This is an optimization exercise on Yosys and OpenROAD, whose aim is small area, not a production implementation.
The RTL was checked by simulation tests, not by an equivalence proof against the original design.
No activity file was given, so power comes from the tool's default toggle rates.

## lookahead_router
module lookahead_router
  #(
    parameter bit FlowControl = 1'b0,   
    parameter int unsigned DataWidth = 32,
    parameter int unsigned PortWidth = DataWidth + 2,
    parameter bit [4:0] Ports = 5'b11111
    )
  (
   input  logic clk,
   input  logic rst,
   input  logic [7:0] position,
   input  logic [PortWidth-1:0] data_n_in,
   input  logic [PortWidth-1:0] data_s_in,
   input  logic [PortWidth-1:0] data_w_in,
   input  logic [PortWidth-1:0] data_e_in,
   input  logic [PortWidth-1:0] data_p_in,
   input  logic [4:0] data_void_in,
   output logic [4:0] stop_out,
   output logic [PortWidth-1:0] data_n_out,
   output logic [PortWidth-1:0] data_s_out,
   output logic [PortWidth-1:0] data_w_out,
   output logic [PortWidth-1:0] data_e_out,
   output logic [PortWidth-1:0] data_p_out,
   output logic [4:0] data_void_out,
   input  logic [4:0] stop_in
   );
  localparam int unsigned HeadBit = PortWidth - 1;
  localparam int unsigned TailBit = PortWidth - 2;
  localparam int unsigned DstLsb = 16;
  localparam bit [24:0] Allowed = {5'b01111,    
                                       5'b10100,    
                                       5'b11000,    
  ...
Size: roughly 2400 cells after synthesis, ~910 flip-flops, ~370 I/O pins, roughly 0.036 sq mm of cells after synthesis.
export LEC_CHECK = 0
export CAP_MARGIN = 20
export CORE_MARGIN = 2
export CORE_UTILIZATION = 55
export CTS_CLUSTER_DIAMETER = 100
export CTS_CLUSTER_SIZE = 25
export GPL_TIMING_DRIVEN = 0
export PLACE_DENSITY = 0.7
export SETUP_SLACK_MARGIN = 0.0
export SLEW_MARGIN = 20
create_clock -name core_clock -period 5.5 [get_ports {clk}]
standard.sh (not shown) runs the stock make flow with config.mk's settings and CLKGATE_MAP_FILE= SYNTH_SCRIPT=/design/flow/synth_recipe.tcl, a recipe that flattens the netlist after the stock synthesis.
==> flow/flow/run.sh <==
#!/bin/bash
# Layout flow: the standard ORFS flow (standard.sh) with two changes:
#  - synthesis is the standard one (synth_recipe.tcl, same passes, same registers), except that the
#    final ABC technology mapping uses an area-oriented script (flow/area.abc);
#  - ports are buffered with the smallest buffer (sky130_fd_sc_hd__buf_1).
# Each tool's full output goes to the ORFS logs under orfs/logs/; make's output to flow_make.log.
set -euo pipefail
here=$(pwd)
export MY_ABC_SCRIPT="$here/flow/area.abc"
export BUFFER_PORTS_ARGS="-buffer_cell sky130_fd_sc_hd__buf_1"
export SYNTH_INSBUF=0
# Synthesis script: the standard flow's, with abc's -script argument pointing at flow/area.abc
{
  echo 'proc abc {args} {'
  echo '  set i [lsearch $args -script]'
  echo '  if { $i >= 0 } { lset args [expr {$i + 1}] $::env(MY_ABC_SCRIPT) }'
  echo '  yosys abc {*}$args'
  echo '}'
  cat synth_recipe.tcl
} > "$here/area_synth.tcl"
sed "s#SYNTH_SCRIPT=[^ ]*#SYNTH_SCRIPT=$here/area_synth.tcl#" standard.sh > "$here/area_standard.sh"
grep -q "SYNTH_SCRIPT=$here/area_synth.tcl" "$here/area_standard.sh"
bash "$here/area_standard.sh" finish > flow_make.log 2>&1
==> flow/flow/area.abc <==
strash
&get -n
&st
&dch
&nf -a -p -F 6 -A 6
&put
topo
Edit:
--- a/flow/flow/run.sh
+++ b/flow/flow/run.sh
@@ -9,5 +9,4 @@
 export MY_ABC_SCRIPT="$here/flow/area.abc"
 export BUFFER_PORTS_ARGS="-buffer_cell sky130_fd_sc_hd__buf_1"
-export SYNTH_INSBUF=0
 # Synthesis script: the standard flow's, with abc's -script argument pointing at flow/area.abc
 {
--- a/flow/config.mk
+++ b/flow/config.mk
@@ -11,5 +11,4 @@
 export CTS_CLUSTER_DIAMETER = 100
 export CTS_CLUSTER_SIZE = 25
-export GPL_TIMING_DRIVEN = 0
 export PLACE_DENSITY = 0.7
 export SETUP_SLACK_MARGIN = 0.0
- synthesized area goes up by 3.2%
- flip-flop and latch count does not change
- utilization goes down by 3.9 points
- final area goes down by 2.4%
- power goes down by 1.8%
- non-clock buffer count goes down by 5
- global-route usage goes down by 2.0 points
- critical path depth goes up by 1
- synthesized cell count goes up by 6.5%
- hold slack barely changes
- routed wire length goes down by 3.0%

static timing again, ports no longer ideal:
The results above use ideal ports. As a check the final layouts listed here were re-extracted and re-timed, cells and wires unchanged. Step 1, drivers: a clkbuf_16 drives clk and a buf_2 each remaining input, both assumed. Step 2 also shifts input and output timing later by t, the mid clock arrival at the registers, as if the neighbouring blocks saw the same clock. a / b / c = ideal ports / drivers / drivers and shift; a / b = the first two.
run | t (ns) | setup slack, ns | worst slew at a driven data input, ns | pins driven straight from the clock port
the first run | 0.673 | 0.150 / 0.150 / 0.124 | 0.12 | 1
the second run | 0.671 | 0.402 / 0.402 / 0.309 | 0.12 | 1
After both steps every run listed still meets setup and hold. The setup slack of the second run, which loses most, moves by 0.000 ns with the drivers and by -0.093 ns with both steps.
